This is an optimization exercise on Yosys and OpenROAD, whose aim is small area, a short achievable clock period and few clock cycles, not a production implementation. In this exercise RTL edits were held to simulation tests only and were not proved equivalent to the original. Power is estimated from default activity; no workload was simulated.

## flow/design.v (module list and top-level ports; edited modules follow where they fit)
// module tricomp0_sync: 39 lines
// module trisfcomp_sync: 20 lines
// module tricomp_sync: 344 lines
// module triadd_sync: 299 lines
// module triaddtri_sync: 294 lines
// module triaddtri: 39 lines
// module trimul: 114 lines
// module tridiv: 425 lines
// module trimuldiv: 37 lines
module trimuldiv (
	input wire clk,
	input wire rst,
	input wire mul_start,
	input wire div_start,
	input wire [17:0] lhs,
	input wire [17:0] rhs,
	output wire mul_done,
	output wire [17:0] mul_res,
	output wire signed [1:0] mul_sf,
	output wire div_done,
	output wire div_by0,
	output wire [17:0] div_quo,
	output wire signed [1:0] div_quo_sf,
	output wire [17:0] div_rem,
	output wire signed [1:0] div_rem_sf
);
  // ...
==> flow/run.sh <==
#!/bin/bash
# synth_recipe.tcl (not shown) runs the flow's synth.tcl, then flattens the netlist and writes it again
# the make line also repeats each setting of config.mk as NAME=value (left out here)
make -C /OpenROAD-flow-scripts/flow DESIGN_CONFIG=/design/flow/config.mk WORK_HOME=/design/flow/orfs CLKGATE_MAP_FILE= SYNTH_SCRIPT=/design/flow/synth_recipe.tcl finish
==> flow/config.mk <==
export PLATFORM = sky130hd
export DESIGN_NAME = trimuldiv
export DESIGN_NICKNAME = trimuldiv
export VERILOG_FILES = /design/flow/design.v
export SDC_FILE = /design/flow/constraint.sdc
export NUM_CORES = 4
export LEC_CHECK = 0
export CAP_MARGIN = 20
export CORE_MARGIN = 2
export CORE_UTILIZATION = 40
export SLEW_MARGIN = 20
==> flow/constraint.sdc <==
create_clock -name core_clock -period 17.0 [get_ports {clk}]
set_input_delay 3.4000 -clock core_clock [delete_from_list [all_inputs] [get_ports {clk}]]
set_output_delay 3.4000 -clock core_clock [all_outputs]
set_load 0.01 [all_outputs]
==> impl_results.md, run 1 <==
- Largest net degree at the start of global routing: 37
- Max Cap Viol: 0
- FFs & Latches: between 100 and 150
- P_clk: roughly 0.00034 W
- Slowest stage cell on the critical path: or4_4
- Critical Path Fanout Max: 17
- PortBufs: around 100
- Worst R2R Setup Slack: ~7.5 ns
- GRT overflow: 0
- # hold bufs at CTS: 0
- TNS Setup: 0 ns
- Comb pwr share: 0.763
- Synth top area cells: edfxtp_1 (13%), nand2_1 (7.4%), a21oi_1 (7.1%)
- Final net count: 2,542
- Reg area: between 0.003 and 0.004 mm^2
- Seq/total area: 0.1592
- Core region area: just over 0.04 mm^2
- Die Footprint: roughly 0.043 mm^2
- Post-Synth XOR/XNOR Area: 0.05748
- Status: timing/DRC/antenna clean
- CTS sink count: 118
- Count leader, synth: nand2_1
- DRT met1 WL: around 24 mm
- FF+latch count, synth: around 120
- Simple-Gate Fraction of Synth Area: 0.2782
- Cell variety after synth: about 120
- Commonest non-fill, non-tap cell in the layout: nand2_1
- Hold endpoint: mul.acc_add.res[2]$_DFFE_PP_
- Cell internal pwr: about 0.0017 W
- Worst VDD drop: 0.2808 mV
- Shortest period the worst path allows: around 17 ns
- Setup WS pre-CTS: between 0.1 and 0.15 ns
- Synth Area in Compound Gates: 0.3164
- Clk network pwr share: 0.100
- Sequential share of power: 0.137
- Placed cell count: between 3,000 and 4,000
Testbench counts, summed over its fixed seeds: cycles 19,158.
==> module trimuldiv, before the edit <==
module trimuldiv (
	input wire clk,
	input wire rst,
	input wire mul_start,
	input wire div_start,
	input wire [17:0] lhs,
	input wire [17:0] rhs,
	output wire mul_done,
	output wire [17:0] mul_res,
	output wire signed [1:0] mul_sf,
	output wire div_done,
	output wire div_by0,
	output wire [17:0] div_quo,
	output wire signed [1:0] div_quo_sf,
	output wire [17:0] div_rem,
	output wire signed [1:0] div_rem_sf
);
wire signed [1:0] mul_cf;
trimul mul(
	.clk(clk), .rst(rst),
	.e(mul_start),
	.lhs(lhs), .rhs(rhs),
	.o(mul_done),
	.res(mul_res),
	.cf(mul_cf), .sf(mul_sf)
);
wire signed [1:0] div_quo_cf;
wire signed [1:0] div_rem_cf;
tridiv div(
	.clk(clk), .rst(rst),
	.e(div_start),
	.lhs(lhs), .rhs(rhs),
	.o(div_done), .divby0(div_by0),
	.quo_o(div_quo), .quo_cf_o(div_quo_cf), .quo_sf_o(div_quo_sf),
	.rem_o(div_rem), .rem_cf_o(div_rem_cf), .rem_sf_o(div_rem_sf)
);
endmodule
==> run 2: changes to the inputs <==
==> flow/design.v (replaced) <==
function [3:0] tri_fa(input [1:0] a, input [1:0] b, input [1:0] c);
	integer v;
	begin
		v = (a == 2'b01 ? 1 : a == 2'b11 ? -1 : 0)
		  + (b == 2'b01 ? 1 : b == 2'b11 ? -1 : 0)
		  + (c == 2'b01 ? 1 : c == 2'b11 ? -1 : 0);
		case (v)
		-3: tri_fa = 4'b11_00;
		-2: tri_fa = 4'b11_01;
		-1: tri_fa = 4'b00_11;
		 1: tri_fa = 4'b00_01;
		 2: tri_fa = 4'b01_11;
		 3: tri_fa = 4'b01_00;
		default: tri_fa = 4'b00_00;
		endcase
	end
endfunction
`timescale 1ps / 1ps
`default_nettype none
module trisign #(parameter N = 9) (
	input wire [2*N-1:0] in,
	output reg pos,
	output reg neg
);
integer i;
always @* begin
	pos = 0;
	neg = 0;
	for (i = 0; i < N; i = i + 1) begin
		if (in[2*i]) begin
			pos = !in[2*i+1];
			neg = in[2*i+1];
		end
	end
end
endmodule
`timescale 1ps / 1ps
`default_nettype none
module trimuldiv (
	input wire clk,
	input wire rst,
	input wire mul_start,
	input wire div_start,
	input wire [17:0] lhs,
	input wire [17:0] rhs,
	output wire mul_done,
	output wire [17:0] mul_res,
	output wire signed [1:0] mul_sf,
	output wire div_done,
	output wire div_by0,
	output wire [17:0] div_quo,
	output wire signed [1:0] div_quo_sf,
	output wire [17:0] div_rem,
	output wire signed [1:0] div_rem_sf
);
function [3:0] tri_fa(input [1:0] a, input [1:0] b, input [1:0] c);
	integer v;
	begin
		v = (a == 2'b01 ? 1 : a == 2'b11 ? -1 : 0)
		  + (b == 2'b01 ? 1 : b == 2'b11 ? -1 : 0)
		  + (c == 2'b01 ? 1 : c == 2'b11 ? -1 : 0);
		case (v)
		-3: tri_fa = 4'b11_00;
		-2: tri_fa = 4'b11_01;
		-1: tri_fa = 4'b00_11;
		 1: tri_fa = 4'b00_01;
		 2: tri_fa = 4'b01_11;
		 3: tri_fa = 4'b01_00;
		default: tri_fa = 4'b00_00;
		endcase
	end
endfunction
integer i;
reg [17:0] R;
reg [17:0] Q;
reg [17:0] D;
reg [3:0] cnt;
reg busy;
reg isdiv;
reg dm, dd;
reg [1:0] msf;
wire start = mul_start | div_start;
wire [1:0] qtop = Q[17:16];
wire [17:0] R1 = {R[15:0], isdiv ? qtop : 2'b00};
wire [17:0] Q1 = {Q[15:0], 2'b00};
wire s_pos, s_neg;
trisign sgn_r1(.in(R1), .pos(s_pos), .neg(s_neg));
wire d_pos, d_neg;
trisign sgn_d(.in(D), .pos(d_pos), .neg(d_neg));
wire q1_pos, q1_neg;
trisign sgn_q1(.in(Q1), .pos(q1_pos), .neg(q1_neg));
wire ng = isdiv ? (s_pos ^ d_neg) : qtop[1];
reg [17:0] N;
always @* begin
	for (i = 0; i < 9; i = i + 1)
		N[2*i+:2] = {D[2*i+1] ^ (ng & D[2*i]), D[2*i]};
end
reg [17:0] L;
reg [1:0] c;
reg [3:0] fa;
always @* begin
	c = 2'b00;
	for (i = 0; i < 9; i = i + 1) begin
		fa = tri_fa(R1[2*i+:2], N[2*i+:2], c);
		L[2*i+:2] = fa[1:0];
		c = fa[3:2];
	end
end
reg signed [2:0] rv, nv, tv, uv, tp;
reg signed [3:0] wv;
reg signed [3:0] z [0:9];
reg w_pos, w_neg;
always @* begin
	tp = 0;
	for (i = 0; i < 9; i = i + 1) begin
		rv = R1[2*i] ? (R1[2*i+1] ? -3'sd1 : 3'sd1) : 3'sd0;
		nv = N[2*i] ? (N[2*i+1] ? -3'sd1 : 3'sd1) : 3'sd0;
		wv = 2*rv + nv;
		tv = (wv >= 2) ? 3'sd1 : (wv <= -2) ? -3'sd1 : 3'sd0;
		uv = wv - 3*tv;
		z[i] = uv + tp;
		tp = tv;
	end
	z[9] = tp;
	w_pos = 0;
	w_neg = 0;
	for (i = 0; i < 10; i = i + 1) begin
		if (z[i] != 0) begin
			w_pos = z[i] > 0;
			w_neg = z[i] < 0;
		end
	end
end
wire w_zero = !w_pos && !w_neg;
wire choose_div = (w_pos && s_pos) || (w_neg && s_neg)
	|| (w_zero && ((q1_pos && s_pos) || (q1_neg && s_neg)));
wire choose = isdiv ? choose_div : qtop[0];
wire [1:0] qtrit = (isdiv && choose_div) ? {!ng, 1'b1} : 2'b00;
wire [17:0] R_next = choose ? L : R1;
wire [17:0] Q_next = {Q[15:0], qtrit};
wire l_pos, l_neg, r_pos, r_neg;
trisign sgn_l(.in(lhs), .pos(l_pos), .neg(l_neg));
trisign sgn_r(.in(rhs), .pos(r_pos), .neg(r_neg));
always @(posedge clk) begin
	if (start) begin
		R <= 0;
		Q <= lhs;
		D <= rhs;
		isdiv <= div_start;
		msf <= {(l_pos && r_neg) || (l_neg && r_pos),
			(l_pos || l_neg) && (r_pos || r_neg)};
	end else begin
		R <= R_next;
		Q <= Q_next;
	end
	if (rst) begin
		busy <= 0;
		dm <= 0;
		dd <= 0;
		cnt <= 0;
	end else begin
		dm <= 0;
		dd <= 0;
		if (start) begin
			busy <= 1;
			cnt <= 8;
		end else if (busy) begin
			cnt <= cnt - 1;
			if (cnt == 0) begin
				busy <= 0;
				dm <= !isdiv;
				dd <= isdiv;
			end
		end
	end
end
assign mul_done = dm;
assign mul_res = R;
assign mul_sf = msf;
assign div_done = dd;
assign div_by0 = !(|D);
assign div_quo = Q;
assign div_rem = R;
wire qo_pos, qo_neg, ro_pos, ro_neg;
trisign sgn_qo(.in(Q), .pos(qo_pos), .neg(qo_neg));
trisign sgn_ro(.in(R), .pos(ro_pos), .neg(ro_neg));
assign div_quo_sf = {qo_neg, qo_pos | qo_neg};
assign div_rem_sf = {ro_neg, ro_pos | ro_neg};
endmodule
==> run 2 against run 1 <==
Die area fell by 53%. Hold slack improved by 0.034 ns. Synthesized cell count fell by 62%. Largest cell class unchanged. Highest routed layer unchanged. Design area fell by 50%. Fmax fell by 0.66%. Non-clock buffer count fell by 52.
==> impl_results.md, run 2 <==
- Shortest period the worst path allows: 16.67 ns (was 16.56 ns)
- Global-route wire length before repair: 33.01 mm (was 90.48 mm)
- Critical Setup Path Class: reg -> reg (was in -> out)
- Cell variety after synth: 76 (was 115)
- WL final: 20.27 mm (was 56.67 mm)
- Remaining antenna violation count: 0 (unchanged)
- First-pass DRT Iterations: 6 (unchanged)
- CP peak stage delay: 0.59 ns (was 0.58 ns)
- Slew Viols, Final: 0 (unchanged)
- Total power: 0.002334 W (was 0.003418 W)
- R2R Path Start: D[4]$_DFFE_PN_ (was div.rem_acc[15]$_DFF_P_)
- Synth top area cells: fa_1 (17%), dfxtp_1 (11%), ha_1 (8.4%) (was edfxtp_1 (13%), nand2_1 (7.4%), a21oi_1 (7.1%))
- YS warnings: 3 (was 9)
- DRC: 0 (unchanged)
- Leak pwr: 4.089 nW (was 7.192 nW)
- Setup WS pre-CTS: -0.4639 ns (was 0.1237 ns)
- Status: timing/DRC/antenna clean (unchanged)
- Die Y: 142.2 um (was 208.0 um)
- Min-delay worst type: reg -> reg (unchanged)
- TNS Setup: 0 ns (unchanged)
- Initial Util: 0.4082 (was 0.4069)
- Post-DR wirelength/cell: 15.62 um (was 18.64 um)
- Iteration-0 DRC Markers: 353 (was 1,681)
- Hold endpoint: Q[17]$_DFF_P_ (was mul.acc_add.res[2]$_DFFE_PP_)
- Peak Freq: 0.06000 GHz (was 0.06040 GHz)
- RePlAce Congestion: 0.8928 (was 0.9715)
- Slew @ Worst Pin: 0.6300 ns (was 0.9592 ns)
- N_diodes: 0 (unchanged)
- Filler cells: 1,756 (was 4,063)
- Via Count: 6,687 (was 18,930)
- Worst-path clk slew: 0.06 ns (about the same)
- Top Ports: 103 (unchanged)
- Clk buf depth: 2 (unchanged)
- Most frequent cells in the layout: inv_1 (120), nand2_1 (117), clkdlybuf4s50_1 (102) (was nand2_1 (330), nor2_1 (289), a21oi_1 (234))
- Largest net degree at the start of global routing: 46 (was 37)
- Final Hold Fails: 0 (unchanged)
- EDFF count, synth: 21 (was 74)
- RSZ-0062 raised after global routing: yes (was no)
- Initial antenna violation count: 0 (unchanged)
- CTS sink count: 64 (was 118)
- Max Cap Viol: 0 (unchanged)
- CTS tree: done (unchanged)
- # H-tree levels: 3 (was 4)
- Commonest non-fill, non-tap cell in the layout: inv_1 (was nand2_1)
- Root Driver: clkbuf_16 (unchanged)
- Worst path most repeated cell: fa_2 (was buf_4)
- Post-Syn Instances: 917 (was 2,408)
- Area leader, netlist: fa_1 (was edfxtp_1)
- Worst Hold Launch: Q[15]$_DFF_P_ (was mul.l_add.res[2]$_DFFE_PP_)
- Final net count: 1,215 (was 2,542)
- GRT Total Usage: 0.2058 (was 0.2528)
- PortBufs: 102 (unchanged)
- Share of layout cells above drive strength 1: 0.1665 (was 0.1216)
- DP HPWL: 16.03 mm (was 42.76 mm)
- Slew headroom: 0.5756 (was 0.3577)
- Clock latency on the worst-skew pair: 0.34 ns (was 0.45 ns)
- Hold Path Depth: 2 (was 0)
- Synth top cells by count: inv_1 (124), nand2_1 (123), fa_1 (66) (was nand2_1 (330), nor2_1 (291), a21oi_1 (236))
- Predominant post-synthesis flop cell: dfxtp_1 (was edfxtp_1)
- Die Footprint: 0.02021 mm^2 (was 0.04327 mm^2)
- Worst VDD drop: 0.09063 mV (was 0.2808 mV)
- FP Rows: 50 (was 74)
- Routed vias/inst: 5.156 (was 6.227)
- CP Buf/Inv Count: 8 (was 7)
- Area of the multi-input gates: 0.005625 mm^2 (was 0.01297 mm^2)
- Slowest stage cell on the critical path: fa_2 (was or4_4)
- Setup Skew: 0.007439 ns (was 0.01124 ns)
- R2R cell count: 71 (was 34)
- Final setup fails: 0 (unchanged)
- GRT overflow: 0 (unchanged)
- Placed cell count: 1,263 (was 3,005)
- Critical Path Fanout Max: 4 (was 17)
- Critical path launch point type: register (was input pin)
- Final Cycle Share: 0.9804 (was 0.9739)
- FF+latch count, synth: 64 (was 118)
- Reg2reg end: R[16]$_SDFF_PN0_ (was div.rem_acc[5]$_DFF_P_)
- Cell Area, Synth: 0.007635 mm^2 (was 0.01665 mm^2)
- Non-Filler Instances: 1,297 (was 3,040)
- Reg area: 0.001498 mm^2 (was 0.003103 mm^2)
- Post-synth ARST share: 0 (unchanged)
- Count leader, synth: inv_1 (was nand2_1)
- Delay-heaviest family, CP: adder cells (was compound AO/OA/AOI/OAI gates)
- Die X: 142.2 um (was 208.0 um)
- CTS Buf Count: 9 (was 17)
- PwrDens: 239.2 mW/mm^2 (was 175.3 mW/mm^2)
- Vias in the first global route: 6,523 (was 17,200)
- Crit. End Element: register (was primary output)
- Sequential share of the synthesized area: 0.1953 (was 0.1864)
- Req. time, crit path: 17.26 ns (was 13.60 ns)
- # hold bufs at CTS: 0 (unchanged)
- Top Registers: D x18, Q x18, R x18
- Min setup slack post-route: 0.3337 ns (was 0.4445 ns)
- Top-area cell type share of the netlist area: 0.1731 (was 0.1335)
- Core region area: 0.01871 mm^2 (was 0.04092 mm^2)
- Area delta synth->final: 27.81% (was 17.08%)
- Avg Cell Area, Syn: 8.326 um^2 (was 6.915 um^2)
- Worst EP arrival: 16.93 ns (was 13.16 ns)
- Worst R2R Setup Slack: 0.33 ns (was 7.45 ns)
## run 2: stage by stage
stage / hold slack, ns / utilization / cell area [um^2]
CTS: 0.4810 / 0.5096 / 9533
global placement: 0.4741 / 0.4900 / 9166
floorplan: 0.4857 / - / 7709
finish: 0.4747 / 0.5217 / 9758
global route: 0.5027 / 0.5217 / 9758
detailed placement: 0.4784 / 0.4900 / 9166
## run 2: routing by layer
metal,up-vias,part of all wire,GRT usage
met4,0,0.013,0.03789
met5,-,0,0
met1,3173,0.46,0.2730
met3,21,0.047,0.03869
met2,156,0.48,0.3534
li1,3337,-,-
## run 2: area by class of cell
class	count	share of cell area
inverter	125	0.04808
multi-input combinational	681	0.5765
tap	234	0.03000
sequential	64	0.1535
timing repair buffer	177	0.1623
clock inverter	6	0.006155
clock buffer	10	0.02346
## run 2: worst max path at each step
stage	start	to	depth (start not counted)	slack, ns
6_report	D[4]$_DFFE_PN_	R[16]$_SDFF_PN0_	71	0.33
5_1_grt	D[4]$_DFFE_PN_	R[16]$_SDFF_PN0_	75	-0.28
4_1_cts	D[4]$_DFFE_PN_	R[16]$_SDFF_PN0_	72	-0.15
3_5_place_dp	D[4]$_DFFE_PN_	R[16]$_SDFF_PN0_	72	-0.46
3_3_place_gp	D[4]$_DFFE_PN_	R[16]$_SDFF_PN0_	72	0.06
2_1_floorplan	R[10]$_SDFF_PN0_	R[16]$_SDFF_PN0_	74	0.00002
## run 2: kinds of logic (layout without fill, tap and decap cells)
kind of cell | count (synthesis) | count (layout) | synth area share
XOR/XNOR | 73 | 73 | 0.08555
AND/OR/NAND/NOR | 286 | 286 | 0.1778
buffers and inverters | 172 | 318 | 0.09767
AO/OA/AOI/OAI | 176 | 176 | 0.1482
multiplexers | 26 | 26 | 0.03491
adder cells (fa/ha/maj) | 120 | 120 | 0.2606
flip-flops | 64 | 64 | 0.1953
## run 2: tightest hold or removal path, stage by stage (launching register included)
cell and delay, ns:
dfxtp_1 0.32, nand2_1 0.05, o21ai_0 0.06
## run 2: timing repair
action / CTS / global route
resized for setup: 8 / 44
pin swaps: 0 / 18
setup buffers: 7 / 11
setup endpoints to repair: 2 / 2
## run 2: where the power goes
group          total, W  switching (W)  internal, W  leakage (nW)
combinational   0.00194        0.00107     0.000876          3.37
sequential     0.000201      0.0000220     0.000179         0.570
clock          0.000189      0.0000759     0.000113         0.147
Testbench counts of run 2, summed over its fixed seeds: cycles 35,200.
==> run 3: changes to the inputs <==
==> flow/design.v (replaced) <==
function tp_(input [1:0] t); tp_ = t[0] & !t[1]; endfunction
function tn_(input [1:0] t); tn_ = t[1]; endfunction
function tz_(input [1:0] t); tz_ = !t[0]; endfunction
function [3:0] tfa(input [1:0] a, input [1:0] b, input cp, input ge);
	reg w2, w1, w0, wm1, wm2, c1, c0, cm, sp, sn, cpo, geo;
	begin
		w2 = tp_(a) & tp_(b);
		wm2 = tn_(a) & tn_(b);
		w1 = (tp_(a) & tz_(b)) | (tz_(a) & tp_(b));
		wm1 = (tn_(a) & tz_(b)) | (tz_(a) & tn_(b));
		w0 = !(w2 | wm2 | w1 | wm1);
		c1 = cp;
		c0 = ge & !cp;
		cm = !ge;
		sp = (w1 & c0) | (w0 & c1) | (w2 & cm) | (wm2 & c0) | (wm1 & cm);
		sn = (wm1 & c0) | (w0 & cm) | (wm2 & c1) | (w2 & c0) | (w1 & c1);
		cpo = (w2 & ge) | (w1 & cp);
		geo = !((wm2 & !cp) | (wm1 & !ge));
		tfa = {cpo, geo, sn, sp | sn};
	end
endfunction
`timescale 1ps / 1ps
`default_nettype none
module trisign #(parameter N = 9) (
	input wire [N-1:0] p,
	input wire [N-1:0] n,
	output reg pos,
	output reg neg
);
integer i;
always @* begin
	pos = 0;
	neg = 0;
	for (i = 0; i < N; i = i + 1) begin
		if (p[i] | n[i]) begin
			pos = p[i];
			neg = n[i];
		end
	end
end
endmodule
`timescale 1ps / 1ps
`default_nettype none
module trimuldiv (
	input wire clk,
	input wire rst,
	input wire mul_start,
	input wire div_start,
	input wire [17:0] lhs,
	input wire [17:0] rhs,
	output wire mul_done,
	output wire [17:0] mul_res,
	output wire signed [1:0] mul_sf,
	output wire div_done,
	output wire div_by0,
	output wire [17:0] div_quo,
	output wire signed [1:0] div_quo_sf,
	output wire [17:0] div_rem,
	output wire signed [1:0] div_rem_sf
);
function tp_(input [1:0] t); tp_ = t[0] & !t[1]; endfunction
function tn_(input [1:0] t); tn_ = t[1]; endfunction
function tz_(input [1:0] t); tz_ = !t[0]; endfunction
function [3:0] tfa(input [1:0] a, input [1:0] b, input cp, input ge);
	reg w2, w1, w0, wm1, wm2, c1, c0, cm, sp, sn, cpo, geo;
	begin
		w2 = tp_(a) & tp_(b);
		wm2 = tn_(a) & tn_(b);
		w1 = (tp_(a) & tz_(b)) | (tz_(a) & tp_(b));
		wm1 = (tn_(a) & tz_(b)) | (tz_(a) & tn_(b));
		w0 = !(w2 | wm2 | w1 | wm1);
		c1 = cp;
		c0 = ge & !cp;
		cm = !ge;
		sp = (w1 & c0) | (w0 & c1) | (w2 & cm) | (wm2 & c0) | (wm1 & cm);
		sn = (wm1 & c0) | (w0 & cm) | (wm2 & c1) | (w2 & c0) | (w1 & c1);
		cpo = (w2 & ge) | (w1 & cp);
		geo = !((wm2 & !cp) | (wm1 & !ge));
		tfa = {cpo, geo, sn, sp | sn};
	end
endfunction
integer i;
reg [17:0] R;
reg [17:0] Q;
reg [17:0] D;
reg [3:0] cnt;
reg busy;
reg isdiv;
reg dm, dd;
reg dz;
reg rsp, rsn;	 
reg qsp, qsn;	 
reg msp, msn;	 
wire [1:0] qtop = Q[17:16];
wire tp = isdiv & tp_(qtop);
wire tn = isdiv & tn_(qtop);
wire [17:0] R1 = {R[15:0], tn, tp | tn};
wire [17:0] Q1 = {Q[15:0], 2'b00};
wire s_pos = rsp | (!rsn & tp);
wire s_neg = rsn | (!rsp & tn);
reg [8:0] dp, dn, q1p, q1n;
always @* begin
	for (i = 0; i < 9; i = i + 1) begin
		dp[i] = tp_(D[2*i+:2]);
		dn[i] = tn_(D[2*i+:2]);
		q1p[i] = tp_(Q1[2*i+:2]);
		q1n[i] = tn_(Q1[2*i+:2]);
	end
end
wire d_pos, d_neg;
trisign sgn_d(.p(dp), .n(dn), .pos(d_pos), .neg(d_neg));
wire q1_pos, q1_neg;
trisign sgn_q1(.p(q1p), .n(q1n), .pos(q1_pos), .neg(q1_neg));
wire ng = isdiv ? (s_pos ^ d_neg) : qtop[1];
reg [17:0] N;
always @* begin
	for (i = 0; i < 9; i = i + 1)
		N[2*i+:2] = {D[2*i+1] ^ (ng & D[2*i]), D[2*i]};
end
reg [17:0] L;
reg cp, ge;
reg [3:0] fa;
always @* begin
	cp = 0;
	ge = 1;
	for (i = 0; i < 9; i = i + 1) begin
		fa = tfa(R1[2*i+:2], N[2*i+:2], cp, ge);
		L[2*i+:2] = fa[1:0];
		cp = fa[3];
		ge = fa[2];
	end
end
reg [8:0] lp, ln, wp, wn;
always @* begin
	for (i = 0; i < 9; i = i + 1) begin
		lp[i] = tp_(L[2*i+:2]);
		ln[i] = tn_(L[2*i+:2]);
		wp[i] = (tp_(R1[2*i+:2]) & !ln[i]) | (lp[i] & !tn_(R1[2*i+:2]));
		wn[i] = (tn_(R1[2*i+:2]) & !lp[i]) | (ln[i] & !tp_(R1[2*i+:2]));
	end
end
wire l_pos, l_neg, w_pos, w_neg;
trisign sgn_l(.p(lp), .n(ln), .pos(l_pos), .neg(l_neg));
trisign sgn_w(.p(wp), .n(wn), .pos(w_pos), .neg(w_neg));
wire w_zero = !w_pos && !w_neg;
wire choose_div = (w_pos && s_pos) || (w_neg && s_neg)
	|| (w_zero && ((q1_pos && s_pos) || (q1_neg && s_neg)));
wire choose = isdiv ? choose_div : qtop[0];
wire qt_nz = isdiv && choose_div;
wire [1:0] qtrit = {qt_nz & !ng, qt_nz};
wire [17:0] R_next = choose ? L : R1;
wire [17:0] Q_next = {Q[15:0], qtrit};
wire start = mul_start | div_start;
always @(posedge clk) begin
	if (busy) begin
		R <= R_next;
		Q <= Q_next;
		rsp <= choose ? l_pos : s_pos;
		rsn <= choose ? l_neg : s_neg;
		if (!qsp && !qsn) begin
			qsp <= qt_nz & ng;
			qsn <= qt_nz & !ng;
		end
		if (!msp && !msn) begin
			msp <= (tp_(qtop) & d_pos) | (tn_(qtop) & d_neg);
			msn <= (tp_(qtop) & d_neg) | (tn_(qtop) & d_pos);
		end
		cnt <= cnt - 1;
	end else begin
		R <= 0;
		Q <= lhs;
		D <= rhs;
		rsp <= 0;
		rsn <= 0;
		qsp <= 0;
		qsn <= 0;
		msp <= 0;
		msn <= 0;
		isdiv <= div_start;
		cnt <= 8;
	end
	dz <= !(|D);
	if (rst) begin
		busy <= 0;
		dm <= 0;
		dd <= 0;
	end else begin
		busy <= busy ? (cnt != 0) : start;
		dm <= busy && cnt == 0 && !isdiv;
		dd <= busy && cnt == 0 && isdiv;
	end
end
assign mul_done = dm;
assign mul_res = R;
assign mul_sf = {msn, msp | msn};
assign div_done = dd;
assign div_by0 = dz;
assign div_quo = Q;
assign div_rem = R;
assign div_quo_sf = {qsn, qsp | qsn};
assign div_rem_sf = {rsn, rsp | rsn};
endmodule
--- a/flow/config.mk
+++ b/flow/config.mk
@@ -7,2 +7,3 @@
 export LEC_CHECK = 0
+export ABC_AREA = 1
 export CAP_MARGIN = 20
==> run 3 against run 2 <==
Total power decreased by 50%. Sequential share of layout area increased by 9.9 points. First-iteration DRC count decreased by 5.9%. Cell count decreased by 24%. Clock skew decreased by 0.0029 ns. Critical endpoint is now div_quo_sf[0].
==> impl_results.md, run 3 <==
- Status: timing/DRC/antenna clean (unchanged)
- Iteration-0 DRC Markers: 332 (was 353)
- Most frequent cells in the layout: nand2_1 (189), clkdlybuf4s50_1 (102), nor2_1 (98) (was inv_1 (120), nand2_1 (117), clkdlybuf4s50_1 (102))
- Met2 Use GR: 0.3598 (was 0.3534)
- # H-tree levels: 3 (unchanged)
- Final Hold Fails: 0 (unchanged)
- FF+latch count, synth: 69 (was 64)
- Slew headroom: 0.6077 (was 0.5756)
- Setup Skew: 0.004554 ns (was 0.007439 ns)
- YS warnings: 2 (was 3)
- Routed vias/inst: 5.002 (was 5.156)
- Top-area cell type share of the netlist area: 0.1988 (was 0.1731)
- Slew Viols, Final: 0 (unchanged)
- Leak pwr: 2.881 nW (was 4.089 nW)
- Via Count: 4,937 (was 6,687)
- Slowest stage cell on the critical path: clkdlybuf4s50_1 (was fa_2)
- Met1 usage: 0.2820 (was 0.2730)
- Top Ports: 103 (unchanged)
- Setup WS pre-CTS: 12.32 ns (was -0.4639 ns)
- GRT Total Usage: 0.2164 (was 0.2058)
- Sequential share of power: 0.215 (was 0.086)
- Global-route wire length before repair: 22.89 mm (was 33.01 mm)
- Critical Setup Path Class: reg -> out (was reg -> reg)
- First-pass DRT Iterations: 5 (was 6)
- Area delta synth->final: 23.63% (was 27.81%)
- Final setup fails: 0 (unchanged)
- CTS Buf Count: 9 (unchanged)
- Predominant post-synthesis flop cell: dfxtp_1 (unchanged)
- Critical path launch point type: register (unchanged)
- N_diodes: 0 (unchanged)
- Cell internal pwr: 0.0006100 W (was 0.001168 W)
- Critical Path Fanout Max: 3 (was 4)
- Remaining antenna violation count: 0 (unchanged)
- Filler cells: 1,257 (was 1,756)
- Die X: 116.2 um (was 142.2 um)
- EDFF count, synth: 19 (was 21)
- Clk buf depth: 2 (unchanged)
- DRC: 0 (unchanged)
- Comb pwr share: 0.624 (was 0.833)
- Vias in the first global route: 4,709 (was 6,523)
- Die Y: 116.2 um (was 142.2 um)
- Clk network pwr share: 0.162 (was 0.081)
- Die Footprint: 0.01350 mm^2 (was 0.02021 mm^2)
- Avg Cell Area, Syn: 6.724 um^2 (was 8.326 um^2)
- RSZ-0062 raised after global routing: no (was yes)
- Top Usage Layer GRT: met2 (unchanged)
- GRT overflow: 0 (unchanged)
- Max Cap Viol: 0 (unchanged)
- RePlAce Congestion: 0.9912 (was 0.8928)
- Non-Filler Instances: 987 (was 1,297)
- Shortest period the worst path allows: 4.863 ns (was 16.67 ns)
- CTS sink count: 69 (was 64)
- Post-CTS Setup Inserts: 0 (was 7)
- WL final: 14.12 mm (was 20.27 mm)
- Switching Power: 0.0005573 W (was 0.001166 W)
- Initial antenna violation count: 0 (unchanged)
- CP Buf/Inv Count: 1 (was 8)
- FP Rows: 40 (was 50)
- Count leader, synth: nand2_1 (was inv_1)
- Worst-path clk slew: 0.05 ns (was 0.06 ns)
- Delay-heaviest family, CP: buffers and inverters (was adder cells)
- Post-Syn Instances: 749 (was 917)
- Synth top cells by count: nand2_1 (189), nor2_1 (98), nand3_1 (77) (was inv_1 (124), nand2_1 (123), fa_1 (66))
- Worst VDD drop: 0.06400 mV (was 0.09063 mV)
- Root Driver: clkbuf_16 (unchanged)
- Final net count: 856 (was 1,215)
- Area of the multi-input gates: 0.002785 mm^2 (was 0.005625 mm^2)
- Crit. End Element: primary output (was register)
- GR Util met3: 0.04878 (was 0.03869)
- Post-synth ARST share: 0 (unchanged)
- Final Cycle Share: 0.2861 (was 0.9804)
- Area leader, netlist: dfxtp_1 (was fa_1)
- Min-delay worst type: reg -> reg (unchanged)
- WHS: 0.4152 ns (was 0.4747 ns)
- Cell variety after synth: 47 (was 76)
- CTS resizes: 0 (was 8)
- Top Registers: D x18, Q x18, R x18 (unchanged)
- Req. time, crit path: 13.60 ns (was 17.26 ns)
- Reg area: 0.001572 mm^2 (was 0.001498 mm^2)
- Largest net degree at the start of global routing: 41 (was 46)
- CP cell instances: or2_2 -> clkdlybuf4s50_1
- Cell Area, Synth: 0.005036 mm^2 (was 0.007635 mm^2)
- Clock latency on the worst-skew pair: 0.33 ns (was 0.34 ns)
- Sequential share of the synthesized area: 0.3120 (was 0.1953)
- Sw frac: 0.4774 (was 0.4997)
- PortBufs: 102 (unchanged)
- Peak Freq: 0.2056 GHz (was 0.06000 GHz)
- Initial Util: 0.4141 (was 0.4082)
- PwrDens: 187.5 mW/mm^2 (was 239.2 mW/mm^2)
- Synth top area cells: dfxtp_1 (20%), nand2_1 (14%), edfxtp_1 (11%) (was fa_1 (17%), dfxtp_1 (11%), ha_1 (8.4%))
- DP HPWL: 11.19 mm (was 16.03 mm)
- Slew @ Worst Pin: 0.5870 ns (was 0.6300 ns)
- TNS Setup: 0 ns (unchanged)
- Share of layout cells above drive strength 1: 0.1319 (was 0.1665)
- Min setup slack post-route: 12.14 ns (was 0.3337 ns)
- # hold bufs at CTS: 0 (unchanged)
- CTS tree: done (unchanged)
- Post-DR wirelength/cell: 14.31 um (was 15.62 um)
- Placed cell count: 971 (was 1,263)
- Worst EP arrival: 1.46 ns (was 16.93 ns)
- CP peak stage delay: 0.49 ns (was 0.59 ns)
- Core region area: 0.01216 mm^2 (was 0.01871 mm^2)
- Commonest non-fill, non-tap cell in the layout: nand2_1 (was inv_1)
[run 3: kinds of logic (layout without fill, tap and decap cells)]
logic type      after synthesis  count (layout)  share of synthesized area
compound gates               85              85                     0.1056
xor+xnor                      6               6                    0.01043
fa+ha+maj                     2               2                   0.004968
buf+inv                     136             206                     0.1349
flops                        69              69                     0.3121
simple gates                451             451                     0.4320
[run 3: power by group through the flow]
stage               registers, W  clock network [W]  logic (W)
finish                  0.000251           0.000189   0.000728
global route            0.000257           0.000199   0.000814
CTS                     0.000251           0.000192   0.000727
detailed placement      0.000254                  0   0.000723
global placement        0.000253                  0   0.000723
floorplan               0.000247                  0   0.000536
[run 3: final timing paths]
path                                   startpoint           endpoint  slack [ns]  depth (start not counted)
worst max-delay path             qsn$_SDFFE_PN0P_      div_quo_sf[0]       12.14                          2
worst min-delay path            cnt[0]$_SDFF_PN0_  cnt[0]$_SDFF_PN0_        0.42                          1
worst max register to register    isdiv$_DFFE_PN_   R[17]$_SDFF_PN0_       12.33                         31
worst min register to register  cnt[0]$_SDFF_PN0_  cnt[0]$_SDFF_PN0_        0.42                          1
[run 3: final cells by class]
type	count	share of cell area
multi-input cells	544	0.4473
flip-flops and latches	69	0.2524
repair buffers	104	0.1664
inverters	86	0.05225
clock buffers	15	0.04301
well taps	168	0.03376
clock inverters	1	0.004823
[run 3: worst register-to-register path: cells and delay by family (launching register included)]
family	cells	cell delay [ns]
flip-flops	1	0.59
buffers and inverters	3	0.39
XOR/XNOR	1	0.25
AO/OA/AOI/OAI	2	0.41
AND/OR/NAND/NOR	25	2.94
[run 3: layer usage]
layer / routed length (um) / vias up
li1: - / 2517
met1: 6625 / 2252
met2: 6474 / 154
met3: 854 / 14
met4: 166 / 0
met5: 0 / -
[run 3: stage by stage]
stage / area (um^2) / util / power [W]
2_1_floorplan: 5036 / - / 0.0007836
3_5_place_dp: 5928 / 0.4874 / 0.0009774
5_1_grt: 6226 / 0.5119 / 0.001270
4_1_cts: 6226 / 0.5119 / 0.001170
6_report: 6226 / 0.5119 / 0.001167
3_3_place_gp: 5928 / 0.4874 / 0.0009769
Testbench counts of run 3, summed over its fixed seeds: cycles 35,200.
==> run 4: changes to the inputs <==
--- a/flow/config.mk
+++ b/flow/config.mk
@@ -7,3 +7,2 @@
 export LEC_CHECK = 0
-export ABC_AREA = 1
 export CAP_MARGIN = 20
==> run 4 against run 3 <==
Largest power group unchanged. Highest routed layer unchanged. Design area increased by 21%. Largest cell class unchanged. Via count up 35%. Core utilization shrank 3.4 points. Non-clock buffer count is 3 higher. Still clean. Synthesized cell count is 11% higher. Total power up 18%. Critical path depth increased by 18.
==> impl_results.md, run 4 <==
- Final Cycle Share: 0.4921 (was 0.2861)
- Cell internal pwr: 0.0006893 W (was 0.0006100 W)
- # H-tree levels: 3 (unchanged)
- Area delta synth->final: 16.99% (was 23.63%)
- Top-area cell type share of the netlist area: 0.1548 (was 0.1988)
- PortBufs: 102 (unchanged)
- Sw frac: 0.5014 (was 0.4774)
- Post-Syn Instances: 828 (was 749)
- CTS Buf Count: 9 (unchanged)
- Vias in the first global route: 6,242 (was 4,709)
- Synth top cells by count: nor2_1 (82), nand2_1 (75), dfxtp_1 (50) (was nand2_1 (189), nor2_1 (98), nand3_1 (77))
- Post-CTS Setup Inserts: 0 (unchanged)
- Post-synth ARST share: 0 (unchanged)
- DRC: 0 (unchanged)
- WL final: 21.23 mm (was 14.12 mm)
- Most frequent cells in the layout: clkdlybuf4s50_1 (102), nor2_1 (82), nand2_1 (75) (was nand2_1 (189), clkdlybuf4s50_1 (102), nor2_1 (98))
- Status: timing/DRC/antenna clean (unchanged)
- Req. time, crit path: 17.27 ns (was 13.60 ns)
- Avg Cell Area, Syn: 7.808 um^2 (was 6.724 um^2)
- Met2 Use GR: 0.3664 (was 0.3598)
- Comb pwr share: 0.653 (was 0.624)
- CTS resizes: 0 (unchanged)
- Met1 usage: 0.3399 (was 0.2820)
- Finished Core Util: 0.4779 (was 0.5119)
- Iteration-0 DRC Markers: 654 (was 332)
- Shortest period the worst path allows: 8.365 ns (was 4.863 ns)
- Core region area: 0.01583 mm^2 (was 0.01216 mm^2)
- Post-DR wirelength/cell: 19.64 um (was 14.31 um)
- CTS tree: done (unchanged)
- Min-delay worst type: reg -> reg (unchanged)
- Reg2reg end: R[14]$_SDFF_PN0_ (was R[17]$_SDFF_PN0_)
- Critical Path End: R[14]$_SDFF_PN0_ (was div_quo_sf[0])
- Leak pwr: 2.707 nW (was 2.881 nW)
- Critical Setup Path Class: reg -> reg (was reg -> out)
- Largest net degree at the start of global routing: 42 (was 41)
- Switching Power: 0.0006931 W (was 0.0005573 W)
- Worst R2R Setup Slack: 8.63 ns (was 12.33 ns)
- Critical Path Fanout Max: 27 (was 3)
- Synth top area cells: dfxtp_1 (15%), edfxtp_1 (8.8%), buf_4 (4.8%) (was dfxtp_1 (20%), nand2_1 (14%), edfxtp_1 (11%))
- Top Registers: D x18, Q x18, R x18 (unchanged)
- Peak Freq: 0.1195 GHz (was 0.2056 GHz)
- Final net count: 902 (was 856)
- Cell variety after synth: 104 (was 47)
- Cell Area, Synth: 0.006465 mm^2 (was 0.005036 mm^2)
- FP Rows: 46 (was 40)
- Sequential share of power: 0.211 (was 0.215)
- Critical path launch point type: register (unchanged)
- Critical path launch point: isdiv$_DFFE_PN_ (was qsn$_SDFFE_PN0P_)
- EDFF count, synth: 19 (unchanged)
- Final Hold Fails: 0 (unchanged)
- Non-Filler Instances: 1,081 (was 987)
- Root Driver: clkbuf_16 (unchanged)
- Slew Viols, Final: 0 (unchanged)
- Crit. End Element: register (was primary output)
- Commonest non-fill, non-tap cell in the layout: clkdlybuf4s50_1 (was nand2_1)
- Post-DP Area: 0.007269 mm^2 (was 0.005928 mm^2)
- Worst VDD drop: 0.07880 mV (was 0.06400 mV)
- Global-route wire length before repair: 33.42 mm (was 22.89 mm)
- Top Usage Layer GRT: met2 (unchanged)
- Slew @ Worst Pin: 0.9815 ns (was 0.5870 ns)
- Top Ports: 103 (unchanged)
- Setup Skew: 0.009863 ns (was 0.004554 ns)
- Share of layout cells above drive strength 1: 0.1017 (was 0.1319)
- Remaining antenna violation count: 0 (unchanged)
- Initial antenna violation count: 0 (unchanged)
- GRT Total Usage: 0.2385 (was 0.2164)
- Worst-path clk slew: 0.06 ns (was 0.05 ns)
- RePlAce Congestion: 0.8842 (was 0.9912)
- First-pass DRT Iterations: 5 (unchanged)
- DP HPWL: 15.49 mm (was 11.19 mm)
- GRT overflow: 0 (unchanged)
- Placed cell count: 1,065 (was 971)
- Max Cap Viol: 0 (unchanged)
- CTS sink count: 69 (unchanged)
- N_diodes: 0 (unchanged)
- Routed vias/inst: 6.188 (was 5.002)
- Die Footprint: 0.01720 mm^2 (was 0.01350 mm^2)
- Via Count: 6,689 (was 4,937)
- Clock latency on the worst-skew pair: 0.35 ns (was 0.33 ns)
- PwrDens: 182.8 mW/mm^2 (was 187.5 mW/mm^2)
- Clk buf depth: 2 (unchanged)
- R2R cell count: 20 (was 31)
- Initial Util: 0.4085 (was 0.4141)
- Predominant post-synthesis flop cell: dfxtp_1 (unchanged)
- GR Util met3: 0.03511 (was 0.04878)
- RSZ-0062 raised after global routing: no (unchanged)
- Area leader, netlist: dfxtp_1 (unchanged)
- Final setup fails: 0 (unchanged)
- Total power: 0.001382 W (was 0.001167 W)
- TNS Setup: 0 ns (unchanged)
- YS warnings: 2 (unchanged)
- Worst EP arrival: 8.63 ns (was 1.46 ns)
- Sequential share of the synthesized area: 0.2431 (was 0.3120)
- FF+latch count, synth: 69 (unchanged)
- # hold bufs at CTS: 0 (unchanged)
- Area of all placed cells without fillers: 0.007564 mm^2 (was 0.006226 mm^2)
- Clk network pwr share: 0.136 (was 0.162)
- Count leader, synth: nor2_1 (was nand2_1)
- Die Y: 131.1 um (was 116.2 um)
- Die X: 131.1 um (was 116.2 um)
- Slew headroom: 0.3451 (was 0.6077)
- R2R Path Start: isdiv$_DFFE_PN_ (unchanged)
==> run 4: changes by cell type in the layout (fill, tap and decap cells not counted), moves of 13 or more <==
cell / change
nand2_1: -114
nand3_1: -50
inv_1: -44
a21oi_1: +30
nand2_2: -29
a211oi_1: +27
nor3_1: +25
mux2_2: +16
nor2_1: -16
xnor2_1: +14
mux2i_1: +13
nand2b_1: +13
nand3_2: -13
==> run 4: critical path, stage by stage, from the launching register on <==
cell and delay, ns:
edfxtp_1 0.89, nand3b_1 0.30, o21bai_2 0.33, nor3_1 0.17
o22ai_2 0.54, nand2_2 0.57, nor2_1 0.33, o32a_1 0.47
o221a_1 0.37, nor3_1 0.10, or4b_1 0.70, and2_4 0.26
a21boi_2 0.28, a2bb2oi_2 0.25, nand4_1 0.14, a221oi_2 0.40
a31oi_1 0.14, and3_1 0.17, a211oi_2 0.80, a21o_1 0.77
mux2i_1 0.28
==> run 4: power groups by stage <==
stage / Sequential [W] / Clock, W / Combinational [W]
global route: 0.000301 / 0.000199 / 0.000979
finish: 0.000292 / 0.000188 / 0.000902
floorplan: 0.000254 / 0 / 0.000687
detailed placement: 0.000293 / 0 / 0.000883
CTS: 0.000291 / 0.000193 / 0.000888
global placement: 0.000293 / 0 / 0.000872
==> run 4: kinds of logic (layout without fill, tap and decap cells) <==
group	count (synthesis)	after routing	synth area share
AND/OR/NAND/NOR	301	301	0.2324
flip-flops	69	69	0.2431
buffers and inverters	120	157	0.1008
adder cells (fa/ha/maj)	2	2	0.003870
XOR/XNOR	17	17	0.02303
AO/OA/AOI/OAI	289	289	0.3464
multiplexers	30	30	0.05032
==> run 4: final cells by class <==
| class | count | area (um^2) |
|---|---|---|
| Tap cell | 216 | 270.3 |
| Sequential cell | 69 | 1572 |
| Fill cell | 1574 | 8264 |
| Clock buffer | 9 | 225.2 |
| Clock inverter | 7 | 62.56 |
| Inverter | 34 | 127.6 |
| Timing Repair Buffer | 107 | 1059 |
| Multi-Input combinational cell | 639 | 4248 |
==> run 4: worst min-delay path by stage <==
stage                 startpoint                end  slack (ns)  cells after the start
2_1_floorplan  cnt[0]$_SDFF_PN0_  cnt[0]$_SDFF_PN0_        0.40                      1
3_3_place_gp   cnt[0]$_SDFF_PN0_  cnt[0]$_SDFF_PN0_        0.41                      1
3_5_place_dp   cnt[0]$_SDFF_PN0_  cnt[0]$_SDFF_PN0_        0.43                      1
4_1_cts        cnt[0]$_SDFF_PN0_  cnt[0]$_SDFF_PN0_        0.45                      1
5_1_grt        cnt[0]$_SDFF_PN0_  cnt[0]$_SDFF_PN0_        0.47                      1
6_report       cnt[0]$_SDFF_PN0_  cnt[0]$_SDFF_PN0_        0.44                      1
==> run 4: metal layers <==
layer  vias to the layer above  part of all wire
met4                         0             0.024
met3                        38             0.070
met1                      3176              0.46
met5                         -                 0
met2                       298              0.44
li1                       3177                 -
==> run 4: per-stage QoR <==
stage,setup WS (ns),hold slack (ns)
2_1_floorplan,11.57,0.3975
4_1_cts,8.311,0.4475
3_5_place_dp,8.336,0.4322
5_1_grt,8.149,0.4659
6_report,8.635,0.4421
3_3_place_gp,8.746,0.4093
==> run 5: changes to the inputs <==
==> flow/flow/run.sh (new file) <==
#!/bin/bash
# Standard layout, but with a small buffer cell on every port.
set -euo pipefail
export BUFFER_PORTS_ARGS="-buffer_cell sky130_fd_sc_hd__buf_2"
bash standard.sh > standard.log 2>&1
==> flow/standard.sh (new file) <==
#!/bin/bash
# synth_recipe.tcl (not shown) runs the flow's synth.tcl, then flattens the netlist and writes it again
# the make line also repeats each setting of config.mk as NAME=value (left out here)
make -C /OpenROAD-flow-scripts/flow DESIGN_CONFIG=/design/flow/config.mk WORK_HOME=/design/flow/orfs CLKGATE_MAP_FILE= SYNTH_SCRIPT=/design/flow/synth_recipe.tcl "${@:-finish}"
--- a/flow/config.mk
+++ b/flow/config.mk
@@ -7,2 +7,3 @@
 export LEC_CHECK = 0
+export ABC_AREA = 1
 export CAP_MARGIN = 20
removed: flow/run.sh
==> run 5 against run 4 <==
Area after synthesis down 22%. Clock power shrank 7%. Register-to-register slack better by 3.6 ns. Critical path depth up 13. Wire length down 35%. Die area shrank 21%. Sequential cell count is the same. Setup slack improved by 3.6 ns. Critical path type unchanged. Largest cell class unchanged. Largest power group unchanged. Highest routed layer unchanged.
==> impl_results.md, run 5 <==
- Worst VDD drop: 0.06942 mV (was 0.07880 mV)
- DP HPWL: 10.74 mm (was 15.49 mm)
- WL final: 13.77 mm (was 21.23 mm)
- Critical Path Fanout Max: 13 (was 27)
- Setup Skew: 0.008545 ns (was 0.009863 ns)
- Most frequent cells in the layout: nand2_1 (189), buf_2 (102), nor2_1 (98) (was clkdlybuf4s50_1 (102), nor2_1 (82), nand2_1 (75))
- Metal2 WL: 6.361 mm (was 9.414 mm)
- Req. time, crit path: 17.23 ns (was 17.27 ns)
- Sequential share of the synthesized area: 0.3120 (was 0.2431)
- RePlAce Congestion: 0.9062 (was 0.8842)
- Non-Filler Instances: 987 (was 1,081)
- Root Driver: clkbuf_16 (unchanged)
- Sw frac: 0.5124 (was 0.5014)
- Worst R2R Setup Slack: 12.26 ns (was 8.63 ns)
- RSZ-0062 raised after global routing: no (unchanged)
- YS warnings: 2 (unchanged)
- Commonest non-fill, non-tap cell in the layout: nand2_1 (was clkdlybuf4s50_1)
- # hold bufs at CTS: 0 (unchanged)
- PwrDens: 193.3 mW/mm^2 (was 182.8 mW/mm^2)
- N_diodes: 0 (unchanged)
- Slew headroom: 0.5684 (was 0.3451)
- CTS tree: done (unchanged)
- Placed cell count: 971 (was 1,065)
- Slew @ Worst Pin: 0.6459 ns (was 0.9815 ns)
- Share of layout cells above drive strength 1: 0.2625 (was 0.1017)
- Crit. End Element: register (unchanged)
- Simple-Gate Fraction of Synth Area: 0.4320 (was 0.2324)
- Top-area cell type share of the netlist area: 0.1988 (was 0.1548)
- Leak pwr: 2.956 nW (was 2.707 nW)
- Min-delay worst type: reg -> reg (unchanged)
- First-pass DRT Iterations: 6 (was 5)
- EDFF count, synth: 19 (unchanged)
- Filler cells: 1,285 (was 1,574)
- Area leader, netlist: dfxtp_1 (unchanged)
- Worst EP arrival: 4.97 ns (was 8.63 ns)
- Clock latency on the worst-skew pair: 0.34 ns (was 0.35 ns)
- TNS Setup: 0 ns (unchanged)
- Predominant post-synthesis flop cell: dfxtp_1 (unchanged)
- Critical path launch point type: register (unchanged)
- Iteration-0 DRC Markers: 326 (was 654)
- Post-synth ARST share: 0 (unchanged)
- Top Registers: D x18, Q x18, R x18 (unchanged)
- Peak Freq: 0.2109 GHz (was 0.1195 GHz)
- Adder-Cell Fraction of Synth Area: 0.004969 (was 0.003871)
- Post-DR wirelength/cell: 13.95 um (was 19.64 um)
- Die X: 116.2 um (was 131.1 um)
- Cell internal pwr: 0.0005363 W (was 0.0006893 W)
- Count leader, synth: nand2_1 (was nor2_1)
- Worst path most repeated cell: nand2_1 (was nor3_1)
- Switching Power: 0.0005637 W (was 0.0006931 W)
- DR top layer: met4 (unchanged)
- Comb pwr share: 0.615 (was 0.653)
- CP peak stage delay: 0.61 ns (was 0.89 ns)
- FP Rows: 40 (was 46)
- Core region area: 0.01216 mm^2 (was 0.01583 mm^2)
- Vias in the first global route: 4,600 (was 6,242)
- Area of the multi-input gates: 0.002785 mm^2 (was 0.004248 mm^2)
- Remaining antenna violation count: 0 (unchanged)
- Sequential share of power: 0.226 (was 0.211)
- Final net count: 856 (was 902)
- Largest net degree at the start of global routing: 43 (was 42)
- Final setup fails: 0 (unchanged)
- Critical Setup Path Class: reg -> reg (unchanged)
- Post-synthesis mux area share: 0 (was 0.05032)
- Die Footprint: 0.01350 mm^2 (was 0.01720 mm^2)
- Clk buf depth: 2 (unchanged)
- GRT Total Usage: 0.2100 (was 0.2385)
- Cell Area, Synth: 0.005036 mm^2 (was 0.006465 mm^2)
- Cell variety after synth: 47 (was 104)
- Die Y: 116.2 um (was 131.1 um)
- Post-Syn Instances: 749 (was 828)
- Area delta synth->final: 12.99% (was 16.99%)
- Synth top cells by count: nand2_1 (189), nor2_1 (98), nand3_1 (77) (was nor2_1 (82), nand2_1 (75), dfxtp_1 (50))
- Synth Area in Compound Gates: 0.1056 (was 0.3464)
- Top Ports: 103 (unchanged)
- Initial Util: 0.4141 (was 0.4085)
- Shortest period the worst path allows: 4.742 ns (was 8.365 ns)
- Reg area: 0.001573 mm^2 (was 0.001572 mm^2)
- DRT met1 WL: 6.271 mm (was 9.831 mm)
- Area of all placed cells without fillers: 0.005690 mm^2 (was 0.007564 mm^2)
- Synth top area cells: dfxtp_1 (20%), nand2_1 (14%), edfxtp_1 (11%) (was dfxtp_1 (15%), edfxtp_1 (8.8%), buf_4 (4.8%))
- Clk network pwr share: 0.159 (was 0.136)
- Initial antenna violation count: 0 (unchanged)
- Largest family of logic cells by synthesized area: simple AND/OR/NAND/NOR gates (was compound AO/OA/AOI/OAI gates)
- Worst-path clk slew: 0.06 ns (about the same)
- DRC: 0 (unchanged)
- Routed vias/inst: 5.010 (was 6.188)
- Met3 Routed Length: 875 um (was 1.476 mm)
- Final Cycle Share: 0.2789 (was 0.4921)
- GRT overflow: 0 (unchanged)
- Status: timing/DRC/antenna clean (unchanged)
- Global-route wire length before repair: 22.00 mm (was 33.42 mm)
- WHS: 0.4110 ns (was 0.4421 ns)
- Post-DP Area: 0.005419 mm^2 (was 0.007269 mm^2)
- CTS sink count: 69 (unchanged)
- # H-tree levels: 3 (unchanged)
- Post-CTS Setup Inserts: 0 (unchanged)
- Via Count: 4,945 (was 6,689)
- Slowest stage cell on the critical path: edfxtp_1 (unchanged)
- Max Cap Viol: 0 (unchanged)
- CTS Buf Count: 9 (unchanged)
- FF+latch count, synth: 69 (unchanged)
- Slew Viols, Final: 0 (unchanged)
- CTS resizes: 0 (unchanged)
- PortBufs: 102 (unchanged)
- Avg Cell Area, Syn: 6.724 um^2 (was 7.808 um^2)
- Post-Synth XOR/XNOR Area: 0.01043 (was 0.02303)
- Final Hold Fails: 0 (unchanged)
- Total power: 0.001100 W (was 0.001382 W)
run 5: logic make-up after synthesis:
family	Yosys count
XOR/XNOR	6
adder cells (fa/ha/maj)	2
buffers and inverters	136
flip-flops	69
AO/OA/AOI/OAI	85
AND/OR/NAND/NOR	451
run 5: per-stage QoR:
stage               setup slack (ns)  utilization
global route                   11.79       0.4679
CTS                            12.29       0.4679
global placement               12.29       0.4456
floorplan                      12.98            -
finish                         12.26       0.4679
detailed placement             12.29       0.4456
run 5: power groups by stage:
stage,Clock [W],Sequential (W),Combinational (W)
after floorplan,0,0.000247,0.000536
after global placement,0,0.000252,0.000666
after detailed placement,0,0.000252,0.000668
after CTS,0.000180,0.000249,0.000672
after global routing,0.000186,0.000255,0.000765
final,0.000175,0.000248,0.000677
run 5: final timing paths:
path / start / to / cells past startpoint
setup / recovery: isdiv$_DFFE_PN_ / R[17]$_SDFF_PN0_ / 33
hold / removal: cnt[0]$_SDFF_PN0_ / cnt[0]$_SDFF_PN0_ / 1
setup reg to reg: isdiv$_DFFE_PN_ / R[17]$_SDFF_PN0_ / 33
hold reg to reg: cnt[0]$_SDFF_PN0_ / cnt[0]$_SDFF_PN0_ / 1
run 5: critical path, delay by kind of cell, from the launching register on:
family	cells	cell delay, ns
and+or+nand+nor	24	2.38
DFF	1	0.61
buffers and inverters	3	0.39
xor gates and xnor gates	1	0.25
AOI/OAI and AO/OA	5	0.95
run 5: metal layers:
layer	track usage	up-vias
li1	-	2522
met1	0.2702	2230
met3	0.03736	24
met2	0.3493	169
met5	0	-
met4	0.08651	0
run 5: area by class of cell:
cell class,instances,area share
Inverter,86,0.05717
Timing Repair Buffer,104,0.09235
Multi-Input combinational cell,544,0.4894
Tap cell,168,0.03694
Clock buffer,9,0.03958
Clock inverter,7,0.008135
Sequential cell,69,0.2764
==> run 6: changes to the inputs <==
==> flow/flow/run.sh (replaced) <==
#!/bin/bash
# Standard layout, but with a small buffer cell on every port.
set -euo pipefail
export BUFFER_PORTS_ARGS="-buffer_cell sky130_fd_sc_hd__buf_1"
bash standard.sh > standard.log 2>&1
==> run 6 against run 5 <==
Still clean on timing, DRC and antenna. Setup slack improved by 0.089 ns. Core utilization fell by 0.59 points. Die area did not move. Largest cell class unchanged. Largest power group unchanged.
==> impl_results.md, run 6 <==
- Status: timing/DRC/antenna clean (unchanged)
- Share of layout cells above drive strength 1: 0.1355 (was 0.2625)
- Reg area: 0.001572 mm^2 (was 0.001573 mm^2)
- Total power: 0.001109 W (was 0.001100 W)
- Shortest period the worst path allows: 4.653 ns (was 4.742 ns)
- Worst EP arrival: 4.89 ns (was 4.97 ns)
- CTS Buf Count: 9 (unchanged)
- Core region area: 0.01216 mm^2 (unchanged)
- # H-tree levels: 3 (unchanged)
- Predominant post-synthesis flop cell: dfxtp_1 (unchanged)
- Avg Cell Area, Syn: 6.724 um^2 (unchanged)
- WL final: 13.30 mm (was 13.77 mm)
- YS warnings: 2 (unchanged)
- Area leader, netlist: dfxtp_1 (unchanged)
- N_diodes: 0 (unchanged)
- Vias in the first global route: 4,436 (was 4,600)
- Worst path most repeated cell: nand2_1 (unchanged)
- Routed vias/inst: 4.887 (was 5.010)
- Count leader, synth: nand2_1 (unchanged)
- GRT Total Usage: 0.2031 (was 0.2100)
- Remaining antenna violation count: 0 (unchanged)
- CTS sink count: 69 (unchanged)
- Slew @ Worst Pin: 0.6598 ns (was 0.6459 ns)
- CTS resizes: 0 (unchanged)
- DRC: 0 (unchanged)
- Most frequent cells in the layout: nand2_1 (189), buf_1 (102), nor2_1 (98) (was nand2_1 (189), buf_2 (102), nor2_1 (98))
- Largest net degree at the start of global routing: 42 (was 43)
- Req. time, crit path: 17.23 ns (about the same)
- Critical path launch point type: register (unchanged)
- Area of the multi-input gates: 0.002785 mm^2 (unchanged)
- RePlAce Congestion: 0.9272 (was 0.9062)
- Slowest stage cell on the critical path: edfxtp_1 (unchanged)
- Final net count: 856 (unchanged)
- Global-route wire length before repair: 21.45 mm (was 22.00 mm)
- GRT overflow: 0 (unchanged)
- Initial Util: 0.4141 (unchanged)
- Synth top area cells: dfxtp_1 (20%), nand2_1 (14%), edfxtp_1 (11%) (unchanged)
- Final setup fails: 0 (unchanged)
- Die X: 116.2 um (unchanged)
- PortBufs: 102 (unchanged)
- Peak Freq: 0.2149 GHz (was 0.2109 GHz)
- Post-DP Area: 0.005290 mm^2 (was 0.005419 mm^2)
- Post-Syn Instances: 749 (unchanged)
- Post-synth ARST share: 0 (unchanged)
- Max Cap Viol: 0 (unchanged)
- Filler cells: 1,265 (was 1,285)
- Cell Area, Synth: 0.005036 mm^2 (unchanged)
- Die Y: 116.2 um (unchanged)
- Area delta synth->final: 11.58% (was 12.99%)
- CTS tree: done (unchanged)
- # hold bufs at CTS: 0 (unchanged)
- Worst VDD drop: 0.06929 mV (was 0.06942 mV)
- RSZ-0062 raised after global routing: no (unchanged)
- Top Registers: D x18, Q x18, R x18 (unchanged)
- Final Hold Fails: 0 (unchanged)
- First-pass DRT Iterations: 6 (unchanged)
- Sequential share of the synthesized area: 0.3120 (unchanged)
- Post-CTS Setup Inserts: 0 (unchanged)
- Critical Path Fanout Max: 13 (unchanged)
- Initial antenna violation count: 0 (unchanged)
- Slew Viols, Final: 0 (unchanged)
- Leak pwr: 2.637 nW (was 2.956 nW)
- Setup Skew: 0.009340 ns (was 0.008545 ns)
- Area of all placed cells without fillers: 0.005619 mm^2 (was 0.005690 mm^2)
- Slew headroom: 0.5591 (was 0.5684)
- Synth top cells by count: nand2_1 (189), nor2_1 (98), nand3_1 (77) (unchanged)
- Post-DR wirelength/cell: 13.48 um (was 13.95 um)
- Root Driver: clkbuf_16 (unchanged)
- EDFF count, synth: 19 (unchanged)
- Clock latency on the worst-skew pair: 0.34 ns (about the same)
- Final Cycle Share: 0.2737 (was 0.2789)
- FF+latch count, synth: 69 (unchanged)
- Top-area cell type share of the netlist area: 0.1988 (unchanged)
- WHS: 0.4085 ns (was 0.4110 ns)
- Top Ports: 103 (unchanged)
- Iteration-0 DRC Markers: 273 (was 326)
- Cell variety after synth: 47 (unchanged)
- Critical Setup Path Class: reg -> reg (unchanged)
- Via Count: 4,823 (was 4,945)
- FP Rows: 40 (unchanged)
- Min-delay worst type: reg -> reg (unchanged)
- DP HPWL: 10.47 mm (was 10.74 mm)
- Worst-path clk slew: 0.06 ns (about the same)
- PwrDens: 197.4 mW/mm^2 (was 193.3 mW/mm^2)
- Crit. End Element: register (unchanged)
- Die Footprint: 0.01350 mm^2 (unchanged)
- Clk buf depth: 2 (unchanged)
- TNS Setup: 0 ns (unchanged)
- Commonest non-fill, non-tap cell in the layout: nand2_1 (unchanged)
- CP peak stage delay: 0.61 ns (about the same)
-- run 6: cell counts after synthesis --
Identical to the previous run, type by type.
-- run 6: cell families (layout without fill, tap and decap cells) --
kind of cell	Yosys count	in the layout	share of synthesized area
AO/OA/AOI/OAI	85	85	0.1056
flip-flops	69	69	0.3121
XOR/XNOR	6	6	0.01043
AND/OR/NAND/NOR	451	451	0.4320
adder cells (fa/ha/maj)	2	2	0.004968
buffers and inverters	136	206	0.1349
-- run 6: critical path: cells and delay by family, from the launching register on --
family / cells / cell delay, ns
AO/OA/AOI/OAI: 4 / 0.89
buffers and inverters: 4 / 0.45
flip-flops: 1 / 0.61
XOR/XNOR: 1 / 0.32
AND/OR/NAND/NOR: 22 / 2.25
-- run 6: path summary, 6_finish.rpt --
path,startpoint,end,slack [ns],cells past startpoint
min reg2reg,cnt[0]$_SDFF_PN0_,cnt[0]$_SDFF_PN0_,0.41,1
max,isdiv$_DFFE_PN_,R[5]$_SDFF_PN0_,12.35,31
min,cnt[0]$_SDFF_PN0_,cnt[0]$_SDFF_PN0_,0.41,1
max reg2reg,isdiv$_DFFE_PN_,R[5]$_SDFF_PN0_,12.35,31
-- run 6: power by group --
| part | internal [W] | switching [W] | total (W) |
|---|---|---|---|
| logic | 0.000217 | 0.000436 | 0.000653 |
| registers | 0.000206 | 0.0000445 | 0.000251 |
| clock network | 0.000132 | 0.0000738 | 0.000205 |
| total | 0.000555 | 0.000555 | 0.00111 |
-- run 6: cell type report --
type,count,area share
Tap cell,168,0.03741
Clock buffer,12,0.04965
Multi-Input combinational cell,544,0.4957
Clock inverter,4,0.008907
Inverter,86,0.05789
Sequential cell,69,0.2797
Timing Repair Buffer,104,0.07081
-- run 6: layer usage --
layer | wire length (um) | GRT usage
met1 | 6460 | 0.2729
met2 | 5786 | 0.3275
met3 | 804 | 0.04359
met4 | 250 | 0.06508
met5 | 0 | 0
-- run 6: metrics by stage --
stage / util / setup WS (ns) / std cells
floorplan: - / 12.98 / 749
global placement: 0.4350 / 12.34 / 971
detailed placement: 0.4350 / 12.38 / 971
CTS: 0.4620 / 12.37 / 987
global route: 0.4620 / 11.88 / 987
finish: 0.4620 / 12.35 / 987

[port drivers added, routing unchanged]
The flow's constraints put no driver on any port. The routed layouts listed below were extracted and timed again, unchanged, in two steps. Step 1 assumes that a clkbuf_16 drives the clock port and a buf_2 every other input. Step 2 moves the port delays by t, midway between the first and last clock arrival at a register: inputs arrive t later, outputs are due t later. That takes back most of the time a late clock gives input paths. Slacks: ideal / step 1 / step 2; pairs: ideal / step 1.
| run | t (ns) | slack for setup (ns) | hold slack, ns | clock arrival spread, ns |
|---|---|---|---|---|
| run 1 | 0.496 | 0.444 / 0.419 / 0.419 | 0.441 / 0.441 / 0.441 | 0.014 / 0.014 |
| run 2 | 0.371 | 0.334 / 0.334 / 0.334 | 0.475 / 0.475 / 0.475 | 0.008 / 0.008 |
| run 3 | 0.361 | 12.137 / 12.101 / 12.328 | 0.415 / 0.415 / 0.415 | 0.004 / 0.005 |
| run 4 | 0.387 | 8.635 / 8.635 / 8.635 | 0.442 / 0.442 / 0.442 | 0.010 / 0.010 |
| run 5 | 0.374 | 12.258 / 12.258 / 12.258 | 0.411 / 0.411 / 0.411 | 0.009 / 0.008 |
| run 6 | 0.370 | 12.347 / 12.347 / 12.347 | 0.409 / 0.409 / 0.409 | 0.009 / 0.010 |
After both steps setup and hold are still met in every run listed. The setup slack of run 1, which loses most, moves by -0.025 ns with the drivers and by -0.025 ns with both steps.
